From an optimization exercise on the open Yosys and OpenROAD flow, aimed at small area; shortcuts taken in it are not production practice.
Function was checked by simulation only, so behaviour that the tests miss may differ from the original.
Power figures rest on the tool's default switching activity, not on a simulated workload.

## run.sh

```bash
#!/bin/bash
# synth_recipe.tcl (not shown) runs the flow's synth.tcl, then flattens the netlist and writes it again
# the make line also repeats each setting of config.mk as NAME=value (left out here)
make -C /OpenROAD-flow-scripts/flow DESIGN_CONFIG=/design/flow/config.mk WORK_HOME=/design/flow/orfs CLKGATE_MAP_FILE= SYNTH_SCRIPT=/design/flow/synth_recipe.tcl finish
```

## config.mk

```make
export PLATFORM = sky130hd
export DESIGN_NAME = flappy_core
export DESIGN_NICKNAME = flappy_core
export VERILOG_FILES = /design/flow/design.v
export SDC_FILE = /design/flow/constraint.sdc
export NUM_CORES = 4
export LEC_CHECK = 0
export CAP_MARGIN = 20
export CORE_MARGIN = 2
export CORE_UTILIZATION = 40
export SLEW_MARGIN = 20
```

## constraint.sdc

```tcl
create_clock -name core_clock -period 10.0 [get_ports {clock}]
set_input_delay 2.0000 -clock core_clock [delete_from_list [all_inputs] [get_ports {clock}]]
set_output_delay 2.0000 -clock core_clock [all_outputs]
set_load 0.01 [all_outputs]
```

## design.v

```verilog
module flappy_core(
    input clock,
    input resetn,
    input go,
    input fly,
    output [8:0] x_vga,
    output [6:0] y_vga,
    output [2:0] colour_vga,
    output [7:0] count_food,
    output [6:0] hex0,
    output [6:0] hex1
    );
    wire birdEn, treeEn, foodEn, eraseEn, overEn;
    wire hit, shift, finish_erase, reset_data;
    datapath d0(
        .clock(clock), .resetn(resetn), .reset_data(reset_data), .shift(shift), .fly(fly),
        .birdEn(birdEn), .treeEn(treeEn), .foodEn(foodEn), .eraseEn(eraseEn), .overEn(overEn),
        .finish_erase(finish_erase), .hit(hit),
        .x_vga(x_vga), .y_vga(y_vga), .colour_vga(colour_vga), .count_food(count_food));
    control #(.RATE(16'd1999), .FRAMES(7'd3)) c0(
        .clock(clock), .resetn(resetn), .hit(hit), .go(go), .finish_erase(finish_erase),
        .birdEn(birdEn), .treeEn(treeEn), .foodEn(foodEn), .eraseEn(eraseEn), .overEn(overEn),
        .shift(shift), .reset_data(reset_data));
    hex H0(.hex_digit(count_food[3:0]), .segments(hex0));
    hex H1(.hex_digit(count_food[7:4]), .segments(hex1));
endmodule
module draw_bird(
    input clock, resetn, birdEn,
    input [8:0] loc_xb,
	 input [6:0] loc_yb,
    output [8:0] x_out,
    output [6:0] y_out,
    output [2:0] colour_out
	 );
    reg [8:0] x;
    reg [6:0] y;
    reg [1:0] count_x;
    reg [1:0] count_y;
    wire j, birdEny;
    always @(posedge clock) 
	     begin
            if(resetn == 1'b0)
                begin
                    x <= 9'd20;
                    y <= 7'd40;
                end
            else 
                begin
                    x <= loc_xb;
                    y <= loc_yb;
                end
        end
    always @(posedge clock)
        begin
            if (resetn == 1'b0 | birdEn == 1'b0)
                count_x <= 2'b00;
            else if (birdEn == 1'b1) begin
               if (count_x == 2'b11)
                   count_x <= 2'b00;
               else
                   count_x <= count_x + 1;
            end
        end
    assign j = (count_x == 2'b11) ? 1 : 0;
    assign birdEny = birdEn & j;
    always @(posedge clock)
        begin
            if (resetn == 1'b0 | birdEn == 1'b0)
                count_y <= 2'b00;
            else if (birdEny == 1'b1) begin
                if (count_y == 2'b11)
                    count_y <= 2'b00;
                else
                    count_y <= count_y + 1;
            end
        end
    assign colour_out = 3'b100;
    assign x_out = x - count_x;
    assign y_out = y + count_y;
endmodule
module draw_food(
    input clock, resetn, foodEn,
    input [8:0] loc_xf1, loc_xf2, loc_xf3,
	 input [6:0] loc_yf1, loc_yf2, loc_yf3,
	 input f1, f2, f3,
    output [8:0] x_out,
	 output [6:0] y_out,
    output [2:0] colour_out
	 );
    reg [8:0] x;
    reg [6:0] y;
	 reg [1:0] round;
    reg [2:0] colour;
    reg [1:0] count_x;
	 reg [1:0] count_y;
	 wire j, writeEny;
    always @(posedge clock)
        begin
            if (resetn == 1'b0)
                begin
                    x <= 9'b000000000;
				        y <= 7'b0000000;
				        colour <= 3'b110;
		          end
            else begin
			       if (round == 2'b00) begin
						  if (f1 == 1'b0)
						      colour <= 3'b110;
					     else
						      colour <= 3'b011;
				        x <= loc_xf1;
				        y <= loc_yf1;
			       end
			       else if (round == 2'b01) begin
					     if (f2 == 1'b0)
						      colour <= 3'b110;
					     else
						    colour <= 3'b011;
				        x <= loc_xf2;
				        y <= loc_yf2;
			       end
			       else if (round == 2'b10) begin
					     if (f3 == 1'b0)
						      colour <= 3'b110;
					     else
						      colour <= 3'b011;
				        x <= loc_xf3;
				        y <= loc_yf3;
			       end
            end    
        end
    always @(posedge clock)
        begin
            if (resetn == 1'b0 | foodEn == 1'b0)
                count_x <= 2'b00;
            else if (foodEn == 1'b1)
                begin
                    if (count_x == 2'b11)
			               count_x <= 2'b00;
			           else
                        count_x <= count_x + 1;
                end
        end
    assign j = (count_x == 2'b11) ? 1 : 0;
    assign writeEny = foodEn & j;
    always @(posedge clock)
        begin
            if (resetn == 1'b0 | foodEn == 1'b0) begin
                count_y <= 2'b00;
					 round <= 2'b00;
				end
            else if (writeEny == 1'b1) begin
                if (count_y == 2'b11 & !(round == 2'b10)) 
					     begin
				            round <= round + 1'b1;
								count_y <= 2'b00;
						  end
					 else if (count_y == 2'b11 & round == 2'b10)
					     begin
						      round <= 2'b00;
                        count_y <= 2'b00;
			           end
                else
                    count_y <= count_y + 1;
        end
    end
    assign colour_out = colour;
    assign x_out = x - count_x;
    assign y_out = y + count_y;
endmodule
module draw_tree(
    input clock, resetn, treeEn,
    input [8:0] loc_xt1, loc_xt2, loc_xt3,
	 input [6:0] loc_yt1, loc_yt2, loc_yt3,
	 output [8:0] x_out,
	 output [6:0] y_out,
    output [2:0] colour_out
	 );
    reg [8:0] x;
    reg [6:0] y;
	 reg [1:0] round;
    reg [2:0] colour;
    reg [2:0] count_x;
	 reg [6:0] count_y;
	 wire j, writeEny;
    always @(posedge clock)
        begin
            if (resetn == 1'b0)
                begin
                    x <= 9'b000000000;
				        y <= 7'b0000000;
				        colour <= 3'b010;
		          end
            else begin
		          colour <= 3'b010;
			       if (round == 2'b00)
			           begin
				            x <= loc_xt1;
				            y <= loc_yt1;
			           end
			       else if (round == 2'b01)
			           begin
				            x <= loc_xt2;
				            y <= loc_yt2;
			           end
			       else if (round == 2'b10)
			           begin
				            x <= loc_xt3;
				            y <= loc_yt3;
			           end
             end    
        end
    always @(posedge clock)
        begin
            if (resetn == 1'b0 | treeEn == 1'b0)
                count_x <= 3'b000;
            else if (treeEn == 1'b1)
                begin
                    if (count_x == 3'b111)
			               count_x <= 3'b000;
			           else
                        count_x <= count_x + 1;
                end
        end
    assign j = (count_x == 3'b111) ? 1 : 0;
    assign writeEny = treeEn & j;
    always @(posedge clock)
        begin
            if (resetn == 1'b0 | treeEn == 0) begin
                count_y <= 7'b0000000;
			   	 round <= 2'b00;
				end
            else if (writeEny == 1'b1) begin
                if ((count_y == (7'b1110111 - y)) & !(round == 2'b10))
			           begin
                        count_y <= 7'b0000000;
				            round <= round + 1;
				 	     end
				    else if ((count_y == (7'b1110111 - y)) & round == 2'b10)
				        begin
                        count_y <= 7'b0000000;					      
					         round <= 2'b00;
				        end
                else
                    count_y <= count_y + 1;
            end
        end
    assign colour_out = colour;
    assign x_out = x - count_x;
    assign y_out = y + count_y;
endmodule
module erase(clock, resetn, eraseEn, x_out, y_out, colour_out, finish_erase);
    input clock, resetn, eraseEn;
	 output finish_erase;
    output [8:0] x_out;
    output [6:0] y_out;
    output [2:0] colour_out;
    reg [8:0] count_x;
	 reg [6:0] count_y;
    wire j, writeEny;
    always @(posedge clock)
        begin
            if (resetn == 1'b0)
                count_x <= 9'b000000000;
            else if (eraseEn == 1'b1) begin
                if (count_x == 9'b010011111)
		 	           count_x <= 9'b000000000;
		 	       else
                    count_x <= count_x + 1;
            end
        end
    assign j = (count_x == 9'b010011111) ? 1 : 0;
    assign writeEny = eraseEn & j;
    always @(posedge clock)
        begin
            if (resetn == 1'b0 | eraseEn == 1'b0)
                count_y <= 7'b0000000;
            else if (writeEny == 1'b1)
                begin
                    if (count_y == 7'b1110111)
                        count_y <= 7'b0000000;
                    else
                        count_y <= count_y + 1;
                end
        end
    assign colour_out = 3'b011;
    assign x_out = count_x;
    assign y_out = count_y;
	 assign finish_erase = ((count_x == 9'b010011111) & (count_y == 7'b1110111)) ? 1 : 0;
endmodule
module draw_over(
    input clock, resetn, overEn,
	 output [8:0] x_out,
	 output [6:0] y_out,
    output [2:0] colour_out
	 );
    reg [8:0] x;
	 reg [8:0] x_wide;
    reg [6:0] y;
	 reg [6:0] y_wide;
	 reg [1:0] round;
    reg [2:0] colour;
    reg [8:0] count_x;
	 reg [6:0] count_y;
	 wire j, writeEny;
    always @(posedge clock)
        begin
            if (resetn == 1'b0 | overEn == 1'b0)
                begin
                    x <= 0;
				        y <= 0;
						  x_wide <= 0;
				        y_wide <= 0;
				        colour <= 3'b000;
		          end
            else begin
		          if (round == 2'b00)
			           begin
								colour <= 3'b000;
				            x <= 0;
				            y <= 0;
								x_wide <= 160;
								y_wide <=120;
			           end
					 else if (round == 2'b01)
			           begin
								colour <= 3'b000;
				            x <= 0;
				            y <= 0;
								x_wide <= 160;
								y_wide <=120;
			           end
			       else if (round == 2'b10)
			           begin
							colour <= 3'b111;
				            x <= 20;
				            y <= 40;
								x_wide <= 120;
								y_wide <= 40;
			           end
					 else if (round == 2'b11)
			           begin
								colour <= 3'b111;		
				            x <= 60;
				            y <= 10;
								x_wide <= 40;
								y_wide <= 100;
			           end
             end    
        end
    always @(posedge clock)
        begin
            if (resetn == 1'b0 | overEn == 1'b0)
                count_x <= 0;
            else if (overEn == 1'b1)
                begin
                    if (count_x == x_wide)
			               count_x <= 0;
			           else
                        count_x <= count_x + 1;
                end
        end
    assign j = (count_x == x_wide) ? 1 : 0;
    assign writeEny = overEn & j;
    always @(posedge clock)
        begin
            if (resetn == 1'b0 | overEn == 1'b0) begin
                count_y <= 7'b0000000;
			   	 round <= 2'b00;
				end
            else if (writeEny == 1'b1) begin
                if ((count_y == y_wide) & !(round == 2'b11))
			           begin
                        count_y <= 7'b0000000;
				            round <= round + 1;
				 	     end
				    else if ((count_y == y_wide) & round == 2'b11)
				        begin
                        count_y <= 7'b0000000;					      
					         round <= 2'b10;
				        end
                else
                    count_y <= count_y + 1;
            end
        end
    assign colour_out = colour;
    assign x_out = x + count_x;
    assign y_out = y + count_y;
endmodule
module datapath(
    input clock, resetn, shift, fly, reset_data,
	 input birdEn, treeEn, foodEn, eraseEn, overEn,
	 output finish_erase,
	 output reg hit,
    output reg [2:0] colour_vga,
    output reg [8:0] x_vga,
	 output reg [6:0] y_vga,
	 output [7:0] count_food
	 );
	 wire [8:0] bird_x, tree_x, food_x, erase_x, over_x;
	 wire [6:0] bird_y, tree_y, food_y, erase_y, over_y;
	 wire [2:0] bird_colour, tree_colour, food_colour, erase_colour, over_colour;
	 wire [8:0] xb, xt1, xt2, xt3, xf1, xf2, xf3;
	 wire [6:0] yb, yt1, yt2, yt3, yf1, yf2, yf3, random_out;
	 wire reset, f1, f2, f3;
	 reg [8:0] loc_xb, loc_xf1, loc_xf2, loc_xf3;
	 reg [6:0] loc_yb, loc_yf1, loc_yf2, loc_yf3;
	 reg [6:0] count_food1, count_food2, count_food3;
	 reg food1, food2, food3;  
	 assign reset = (reset_data  == 1'b1) ? 0 : resetn;
	 reg shift_d, f1_d, f2_d, f3_d;
	 wire shift_edge = shift & !shift_d;
	 always @(posedge clock) begin
	     if (!reset) begin
	         shift_d <= 1'b0; f1_d <= 1'b0; f2_d <= 1'b0; f3_d <= 1'b0;
	     end
	     else begin
	         shift_d <= shift; f1_d <= food1; f2_d <= food2; f3_d <= food3;
	     end
	 end
	 always @(posedge clock) 
	     begin
		      if (!reset) begin
			       loc_xb <= 9'd20;
					 loc_yb <= 7'd40;
	         end
				else if (!shift_edge) ;
				else if (fly)
					 loc_yb <= loc_yb - 3'd4;
				else
			       loc_yb <= loc_yb + 3'd2;
		  end
	 always @(posedge clock) 
	     begin
		      if (!reset) begin
			       loc_xf1 <= 9'd112;
			       loc_xf2 <= 9'd165;
			       loc_xf3 <= 9'd218;
					 loc_yf1 <= 7'd105;
					 loc_yf2 <= 7'd65;
					 loc_yf3 <= 7'd90;
				end
	         else if (shift_edge) begin
					 if (loc_xf1 == 9'd0) begin
					     loc_xf1 <= loc_xf3 + 9'd53;
						  loc_yf1 <= 4'd10 + random_out;
					 end
					 else if (loc_xf2 == 9'd0) begin
					     loc_xf2 <= loc_xf1 + 9'd53;
						  loc_yf2 <= 4'd10 + random_out;
					 end
					 else if (loc_xf3 == 9'd0) begin
					     loc_xf3 <= loc_xf2 + 9'd53;
						  loc_yf3 <= 4'd10 + random_out;
					 end
					 else begin
			           loc_xf1 <= loc_xf1 - 1'b1;
			           loc_xf2 <= loc_xf2 - 1'b1;
			           loc_xf3 <= loc_xf3 - 1'b1;
                end
				end
		  end
	 random r1(reset, clock, random_out);
	 assign xb = loc_xb;
	 assign yb = loc_yb;
	 assign xf1 = loc_xf1;
	 assign xf2 = loc_xf2;
	 assign xf3 = loc_xf3;
	 assign yf1 = loc_yf1;
	 assign yf2 = loc_yf2;
	 assign yf3 = loc_yf3;
	 assign xt1 = loc_xf1 + 2'b10;
	 assign xt2 = loc_xf2 + 2'b10;
	 assign xt3 = loc_xf3 + 2'b10;
	 assign yt1 = loc_yf1 + 3'b110;
	 assign yt2 = loc_yf2 + 3'b110;
	 assign yt3 = loc_yf3 + 3'b110;
	 assign f1 = food1;
	 assign f2 = food2;
	 assign f3 = food3;
    draw_bird db(
        .clock(clock),
        .resetn(reset),
        .birdEn(birdEn),
		  .loc_xb(xb),
		  .loc_yb(yb),
		  .x_out(bird_x),
		  .y_out(bird_y),
		  .colour_out(bird_colour)
        );
    draw_tree dt(
        .clock(clock),
        .resetn(reset),
        .treeEn(treeEn),
		  .loc_xt1(xt1),
		  .loc_xt2(xt2),
		  .loc_xt3(xt3),
		  .loc_yt1(yt1),
		  .loc_yt2(yt2),
		  .loc_yt3(yt3),
		  .x_out(tree_x),
		  .y_out(tree_y),
		  .colour_out(tree_colour)
        );
    draw_food df(
        .clock(clock),
        .resetn(reset),
        .foodEn(foodEn),
		  .loc_xf1(xf1),
		  .loc_xf2(xf2),
		  .loc_xf3(xf3),
		  .loc_yf1(yf1),
		  .loc_yf2(yf2),
		  .loc_yf3(yf3),
		  .f1(f1),
		  .f2(f2),
		  .f3(f3),
		  .x_out(food_x),
		  .y_out(food_y),
		  .colour_out(food_colour)
        );
	 erase e0(
	     .clock(clock),
        .resetn(reset),
        .eraseEn(eraseEn),
		  .x_out(erase_x),
		  .y_out(erase_y),
		  .colour_out(erase_colour),
		  .finish_erase(finish_erase)
	     );
	 draw_over o0(
        .clock(clock), 
	     .resetn(reset),
	     .overEn(overEn),
	     .x_out(over_x),
	     .y_out(over_y),
        .colour_out(over_colour)
	 );
	 always @(posedge clock)
	 begin
		  if (reset == 0) begin
		      x_vga <= 9'd0;
				y_vga <= 7'd0;
				colour_vga <= 3'd0;
		  end
		  else begin
		      if (birdEn == 1'b1) begin
				    x_vga <= bird_x;
					 y_vga <= bird_y;
					 colour_vga <= bird_colour;
				end
		      else if (treeEn == 1'b1) begin
				    x_vga <= tree_x;
					 y_vga <= tree_y;
					 colour_vga <= tree_colour;
				end
		      else if (foodEn == 1'b1) begin
				    x_vga <= food_x;
					 y_vga <= food_y;
					 colour_vga <= food_colour;
				end
		      else if (eraseEn == 1'b1) begin
				    x_vga <= erase_x;
					 y_vga <= erase_y;
					 colour_vga <= erase_colour;
				end
				else if (overEn == 1'b1) begin
				    x_vga <= over_x;
					 y_vga <= over_y;
					 colour_vga <= over_colour;
			   end
		  end
	 end
	 always @(*) begin
	    if (reset == 1'b0) begin
		     hit = 1'b0;
		 end
		 else if (yb <= 7'b0000000) begin
		     hit = 1'b1;
		 end
	    else if (yb == 7'b1110100) begin
		     hit = 1'b1;
		 end
		 else if ((xb > (xt1 - 4'd9)) & (xb < (xt1 + 4'd5)) & (yb > (yt1 - 4'd4))) begin
		     hit = 1'b1;
		 end
		 else if ((xb > (xt2 - 4'd9)) & (xb < (xt2 + 4'd5)) & (yb > (yt2 - 4'd4))) begin
		     hit = 1'b1;
		 end
		 else if ((xb > (xt3 - 4'd9)) & (xb < (xt3 + 4'd5)) & (yb > (yt3 - 4'd4))) begin
		     hit = 1'b1;
		 end
		 else if ((xb == (xt1 - 4'd7)) & (yb > (yt1 - 4'd5))) begin
		     hit = 1'b1;
		 end
		 else if ((xb == (xt2 - 4'd7)) & (yb > (yt2 - 4'd5))) begin
		     hit = 1'b1;
		 end
	    else if ((xb == (xt3 - 4'd7)) & (yb > (yt3 - 4'd5))) begin
		     hit = 1'b1;
		 end
		 else begin
		     hit = 1'b0;
		 end
    end
	 always @(posedge clock) begin
	    if ((reset == 1'b0) | (loc_xf1 == 9'd158) | (loc_xf2 == 9'd158) | (loc_xf3 == 9'd158)) begin
		     food1 <= 1'b0;
			  food2 <= 1'b0;
			  food3 <= 1'b0;
		 end
		 else if ((loc_yb > (loc_yf1 - 4'd4)) & (loc_yb < (loc_yf1 + 4'd4)) & (loc_xb > (loc_xf1 - 4'd4)) & (loc_xb < (loc_xf1 + 4'd4))) begin
		     food1 <= 1'b1;
		 end
		 else if ((loc_yb > (loc_yf2 - 4'd4)) & (loc_yb < (loc_yf2 + 4'd4)) & (loc_xb > (loc_xf2 - 4'd4)) & (loc_xb < (loc_xf2 + 4'd4))) begin
		     food2 <= 1'b1;
		 end
		 else if ((loc_yb > (loc_yf3 - 4'd4)) & (loc_yb < (loc_yf3 + 4'd4)) & (loc_xb > (loc_xf3 - 4'd4)) & (loc_xb < (loc_xf3 + 4'd4))) begin
		     food3 <= 1'b1;
		 end
	 end
	always @(posedge clock)
	begin
	    if (reset == 1'b0)
		     count_food1 <= 0;
	    else 
		     if (f1 & !f1_d) count_food1 <= count_food1 + 1;
	end
	always @(posedge clock)
	begin
	    if (reset == 1'b0)
			  count_food2 <= 0;
		 else 
			  if (f2 & !f2_d) count_food2 <= count_food2 + 1;
	end
	always @(posedge clock)
	begin
	    if (reset == 1'b0)
			  count_food3 <= 0;
		 else 
			  if (f3 & !f3_d) count_food3 <= count_food3 + 1;
	end
	assign count_food = count_food1 + count_food2 + count_food3;
endmodule
module control #(parameter RATE = 16'd42000, parameter FRAMES = 7'd100) (
    input clock, resetn, hit, go, finish_erase,
    output reg birdEn, treeEn, foodEn, eraseEn, overEn, shift, reset_data
    );
    reg [2:0] current_state, next_state;
	 wire [15:0] c0;
	 wire [6:0] c1;
	 wire update1, update2;
    localparam  S_WAIT        = 4'd0,
					 S_RESET       = 4'd1,
					 S_ERASE       = 4'd2,
					 S_DRAW_BIRD   = 4'd3,
					 S_DRAW_FOOD   = 4'd4,
					 S_DRAW_TREE   = 4'd5;
    always @(*)
    begin: state_table 
            case (current_state)
                S_WAIT: next_state = (go == 1'b1) ? S_WAIT : S_RESET;  
                S_RESET: next_state = (go == 1'b0) ? S_RESET : S_ERASE;
					 S_ERASE: next_state = (finish_erase == 1'b1) ? S_DRAW_FOOD : S_ERASE;  
                S_DRAW_FOOD: next_state = (update1 == 1'b1) ? S_DRAW_BIRD : S_DRAW_FOOD;  
					 S_DRAW_BIRD: next_state = (update1 == 1'b1) ? S_DRAW_TREE : S_DRAW_BIRD;  
					 S_DRAW_TREE: begin
					     if (hit == 1'b1)
						      next_state = S_WAIT;  
						  else
						      next_state = (update2 == 1'b1) ? S_ERASE : S_DRAW_TREE;  
					 end
					 default: next_state = S_ERASE;
        endcase
    end  
    always @(*)
    begin: enable_signals
		  birdEn = 1'b0;
		  treeEn = 1'b0;
		  foodEn = 1'b0;
        eraseEn = 1'b0;
		  overEn = 1'b0;
		  shift = 1'b0;
		  reset_data = 1'b0;
        case (current_state)
            S_WAIT: begin
                overEn = 1'b1;
				end
				S_RESET: begin
				    reset_data = 1'b1;
				end
				S_ERASE: begin
                eraseEn = 1'b1;
					 shift = 1'b1;
            end
            S_DRAW_BIRD: begin
                birdEn = 1'b1;
            end
				S_DRAW_TREE: begin
                treeEn = 1'b1;
            end
				S_DRAW_FOOD: begin
                foodEn = 1'b1;
            end
        endcase
    end  
    always @(posedge clock)
    begin: state_FFs
        if(!resetn)
            current_state <= S_ERASE;
        else
            current_state <= next_state;
    end  
	 rate_divider #(.RATE(RATE)) r1(
	     .clock(clock),
		  .resetn(resetn),
		  .writeEn(1'b1),
		  .out(c0)
		  );
	 assign update1 = (c0 ==  16'd0) ? 1 : 0;
	 frame_counter #(.FRAMES(FRAMES)) f1(
	     .clock(clock),
	 	  .resetn(resetn),
	 	  .writeEn(update1),
		  .out(c1)
		  );
	 assign update2 = (c1 == 7'd0) ? 1 : 0;
endmodule
module rate_divider #(parameter RATE = 16'd42000) (
	input clock, resetn, writeEn,
	output reg [15:0] out
	);
	always @(posedge clock)
	begin
		if (resetn == 1'b0)
			out <= RATE;
		else if (writeEn == 1'b1)
		begin
			if (out == 16'd0)
				out <= RATE;
			else
				out <= out - 1;
		end
	end
endmodule
module frame_counter #(parameter FRAMES = 7'd100) (
	 input clock, resetn, writeEn,
	 output reg [6:0] out
	 );
	 always @(posedge clock)
	 begin
		  if (resetn == 1'b0)
			   out <= FRAMES;
		  else if (writeEn == 1'b1) begin
			   if (out == 7'd0)
				    out <= FRAMES;
			   else
				    out <= out - 1;
		  end
	 end
endmodule
module hex(hex_digit, segments); 
    input [3:0] hex_digit; 
    output reg [6:0] segments; 
    always @(*) 
        case (hex_digit) 
            4'h0: segments = 7'b1000000; 
            4'h1: segments = 7'b1111001; 
            4'h2: segments = 7'b0100100; 
            4'h3: segments = 7'b0110000; 
            4'h4: segments = 7'b0011001; 
            4'h5: segments = 7'b0010010; 
            4'h6: segments = 7'b0000010; 
            4'h7: segments = 7'b1111000; 
            4'h8: segments = 7'b0000000; 
            4'h9: segments = 7'b0011000; 
            4'hA: segments = 7'b0001000; 
            4'hB: segments = 7'b0000011; 
            4'hC: segments = 7'b1000110; 
            4'hD: segments = 7'b0100001; 
            4'hE: segments = 7'b0000110; 
            4'hF: segments = 7'b0001110;    
            default: segments = 7'h7f; 
        endcase 
endmodule 
module random(resetn, enable, q);
	input resetn, enable;
	output [6:0] q;
	wire [3:0] ran4;
	wire [5:0] ran6;
	assign q = ran4 + ran6 + 5'd20;
	random4 r4(enable, resetn, ran4);
	random6 r6(enable, resetn, ran6);
endmodule
module random4(clk, reset_n, q);
	input clk, reset_n;
	output [3:0] q;
	dff_1 r1(clk, reset_n, q[2] ^ q[3], q[0]);
	dff_2 r2(clk, reset_n, q[0], q[1]);
	dff_2 r3(clk, reset_n, q[1], q[2]);
	dff_2 r4(clk, reset_n, q[2], q[3]);
endmodule
module random6(clk, reset_n, q);
	input clk, reset_n;
	output [5:0] q;
	wire qq1;
	assign qq1 = q[5] ^ q[3];
	dff_1 r5(clk, reset_n, qq1 ^ q[2], q[0]);
	dff_2 r6(clk, reset_n, q[0], q[1]);
	dff_2 r7(clk, reset_n, q[1], q[2]);
	dff_2 r8(clk, reset_n, q[2], q[3]);
	dff_2 r9(clk, reset_n, q[3], q[4]);
	dff_2 r10(clk, reset_n, q[4], q[5]);
endmodule
module dff_1(clk, reset_n, data_in, q);
	input clk, reset_n, data_in;
	output reg q;
	always @(posedge clk)
		begin
			if (reset_n == 0)
				q <= 1'b0;
			else
				q <= data_in;
			end
endmodule
module dff_2(clk, reset_n, data_in, q);
	input clk, reset_n, data_in;
	output reg q;
	always @(posedge clk)
		begin
			if (reset_n == 0)
				q <= 1'b1;
			else
				q <=data_in;
			end
endmodule
```

==> metrics.md <==
| Metric | Value |
|---|---|
| Yosys warnings | `12` |
| H-tree levels | `1` |
| Worst relative slew slack | `37.1%` |
| Yosys top cell area share | `25.8%` |
| P_sw | `0.892 mW` |
| Number of global-route vias before repair | `16400` |
| Total global-route track usage | `21.4%` |
| Synth area leader | `dfxtp_1` |
| Hold Buf Count CTS | `0` |
| Clk sinks | `242` |
| Critical-path maximum fanout | `12` |
| Syn Area/Cell | `7.85 sq um` |
| Clock power frac | `41.1%` |
| Cts repair resizes | `0` |
| EDFF count, synth | `0` |
| First-pass GRT wire length | `86700 um` |
| Leak pwr | `8.36 nW` |
| I/O pin cnt | `45` |
| Int Pwr | `1.94 mW` |
| Most frequent cells after synthesis | `nor2_1 (308), dfxtp_1 (242), ha_1 (233)` |
| WHS | `0.425 ns` |
| Layout fillers | `4573` |
| Status | `timing/DRC/antenna clean` |
| Critical Path Source Type | `flip-flop` |
| Detail Route Antenna Nets | `0` |
| Flop pwr share | `38.5%` |
| Hold Vio Cnt, Final | `0` |
| Initial antenna violation count | `0` |
| DIE AREA | `48800 sq um` |
| Post-DP HPWL | `39800 um` |
| Worst setup path class | `reg -> out` |
| Crit end category | `output pin` |
| Async SR Flop Fraction | `0%` |
| Period utilization | `66.6%` |
| Setup TNS | `0 ns` |
| Syn nets | `2646` |
| Post-Route WL | `53800 um` |
| Overall Power | `2.83 mW` |
| Final Core Density | `44.7%` |
| Clock transition at the registers of the reported paths | `0.06 ns` |
| Worst Max-Slew Pin Slew | `0.943 ns` |
| Clk latency of the worst-skew pair | `0.58 ns` |
| Starting DRT DRC Count | `1210` |
| Worst min path class | `reg -> reg` |
| Largest net degree at the start of global routing | `70` |
| Synth Flop Type | `dfxtp_1` |
| Post-Syn Area | `18800 sq um` |
| Comb power frac | `20.4%` |
| Die height | `221 um` |
| Chip Width | `221 um` |
| Clock period minus worst slack | `6.66 ns` |
| Synth area leaders | `dfxtp_1 (26%), ha_1 (16%), xnor2_1 (6.8%)` |
| Setup Skew | `0.0242 ns` |
| DP Cell Count | `2947` |
| CTS tree | `built` |
| Multi-input gate area | `13000 sq um` |
| Final Max Tran Viols | `0` |
| Max Clk Rate | `0.150 GHz` |
| Initial Utilization | `40.5%` |
| Root Buffer | `clkbuf_16` |
| DRC | `0` |
| Worst path required time | `8.00 ns` |
| Layout cell share with drive strength beyond 1 | `4.18%` |
| Num CTS Buffers | `29` |
| Clock Path Buffers | `3` |
| Pwr/cell area | `137 nW/um^2` |
| Antenna diode count | `0` |
| Gate count of the mapped netlist | `2395` |
| Routability Congestion | `0.897` |
| Pre-antenna DRT Iters | `6` |
| Buffers inserted by post-CTS timing repair | `0` |
| RSZ-0062 raised after global routing | `false` |
| # setup viols final | `0` |
| Seq/Total Area, Yosys | `25.8%` |
| Yosys reg bits | `242` |
| Area Growth Syn to Fin | `10.3%` |
| VDD IR-drop max | `0.000120 V` |
| Final Non-Filler Cells | `2999` |
| Port Buffers | `44` |
| Sw frac | `31.5%` |
| GR Overflow Total | `0` |
| Most common cell in the synthesized netlist | `nor2_1` |
| Storage cell area | `4840 sq um` |
| Core area | `46500 sq um` |
| WL/cell | `17.9 um` |
| Final net count | `2622` |
| Vias/cell | `5.64` |
| Max_cap viols | `0` |
| Cell Rows | `79` |
| Synth unique cells | `85` |
| Vias | `16900` |
| Critical Path AT | `4.66 ns` |
worst paths after layout:
kind / from / to / slack [ns] / depth (start not counted)
setup reg to reg: d0.loc_yf3[1] / c0.current_state[0] / 5.88 / 16
setup / recovery: d0.count_food3[1] / hex1[3] / 3.34 / 13
hold reg to reg: c0.r1.out[0] / c0.r1.out[0] / 0.42 / 1
hold / removal: c0.r1.out[0] / c0.r1.out[0] / 0.42 / 1
metal layers:
metal,GRT usage [%],vias to the layer above,wire length (um)
met5,0,-,0
met4,6.65,0,1510
met3,2.31,95,2780
met2,35.1,465,24400
met1,29.4,8067,25200
li1,-,8302,-
logic make-up after synthesis:
group | synth area share (%)
adder cells (fa/ha/maj) | 17.0
AO/OA/AOI/OAI | 17.7
buffers and inverters | 5.04
multiplexers | 1.74
XOR/XNOR | 11.4
flip-flops | 25.8
AND/OR/NAND/NOR | 21.4
cell type report:
cell class	count	area share [%]
multi-input cells	1907	62.8
inverters	125	2.26
repair buffers	66	2.92
clock inverters	13	1.13
flip-flops and latches	242	23.4
clock buffers	39	3.87
well taps	607	3.66
through the flow:
stage	setup slack (ns)	cell area, sq um
finish	3.34	20700
global route	3.02	20700
CTS	3.32	20700
detailed placement	3.94	19700
global placement	4.01	19700
floorplan	4.66	18800
critical path: stages (launching register included):
cell             delay, ns
dfxtp_1               0.35
fa_1                  0.49
ha_1                  0.24
fa_1                  0.40
a21o_1                0.18
a21oi_1               0.23
o21bai_1              0.09
a21oi_1               0.17
xor2_1                0.66
inv_1                 0.13
mux2i_1               0.18
nor2_1                0.05
a2111oi_0             0.30
clkdlybuf4s50_1       0.61
sequential cells by signal (all words and copies together), names as in the netlist, 9 cells and up:
register / flops
c0.r1.out: 16
d0.df.x: 9
d0.dt.x: 9
d0.e0.count_x: 9
d0.loc_xf1: 9
d0.loc_xf2: 9
d0.loc_xf3: 9
d0.o0.count_x: 9
d0.x_vga: 9
layout by cell type, fill, tap and decap left out, drive strengths merged, types with 8 or more instances in the layout:
cell / Yosys / final
nor2: 311 / 311
dfxtp: 242 / 242
nand2: 234 / 234
ha: 233 / 233
a21oi: 190 / 190
xnor2: 148 / 148
inv: 122 / 123
o21ai: 96 / 96
xor2: 94 / 94
nand3: 78 / 78
a211oi: 62 / 62
nor3: 48 / 48
clkdlybuf4s50: 0 / 44
clkbuf: 86 / 39
nor2b: 31 / 31
nand4: 28 / 28
mux2i: 27 / 27
buf: 35 / 22
nand2b: 19 / 19
and3: 18 / 18
o211ai: 18 / 18
a21o: 18 / 18
nor4: 18 / 18
o22ai: 16 / 16
fa: 14 / 14
or3: 14 / 14
a31oi: 13 / 13
a221oi: 13 / 13
and2: 11 / 11
a22oi: 11 / 11
a2111oi: 11 / 11
and4: 10 / 10
a32oi: 9 / 9
clkinv: 3 / 9
nand3b: 8 / 8
o31ai: 8 / 8
nor3b: 8 / 8
power groups by stage:
stage / clock (mW) / combinational (mW) / sequential, mW
after floorplan: 0 / 0.438 / 1.06
after global placement: 0 / 0.553 / 1.11
after detailed placement: 0 / 0.565 / 1.11
after CTS: 1.19 / 0.568 / 1.09
after global routing: 1.22 / 0.639 / 1.10
final: 1.17 / 0.577 / 1.09

==> re-timing with driven ports <==
How much do the figures lean on ideal ports? The routed layout below was timed once more, with nothing changed but the port constraints.
Step 1, drivers: a clkbuf_16 drives clock and a buf_2 each remaining input, both assumed.
Step 2, shift: input delay + t, output delay - t, t = (earliest + latest rising clock arrival at the registers) / 2. This alone moves slack from input paths to output paths.
a / b / c = ideal / step 1 / step 2; a / b = the first two.
t (ns): 0.627
setup slack, ns: 3.343 / 3.289 / 3.916
latest minus earliest clock arrival (ns): 0.025 / 0.026
slew at the worst register clock pin (ns): 0.07 / 0.07
worst slew at a driven data input, ns: 0.05
After both steps setup and hold are still met in this run. The setup slack of this run moves by -0.054 ns with the drivers and by +0.573 ns with both steps.
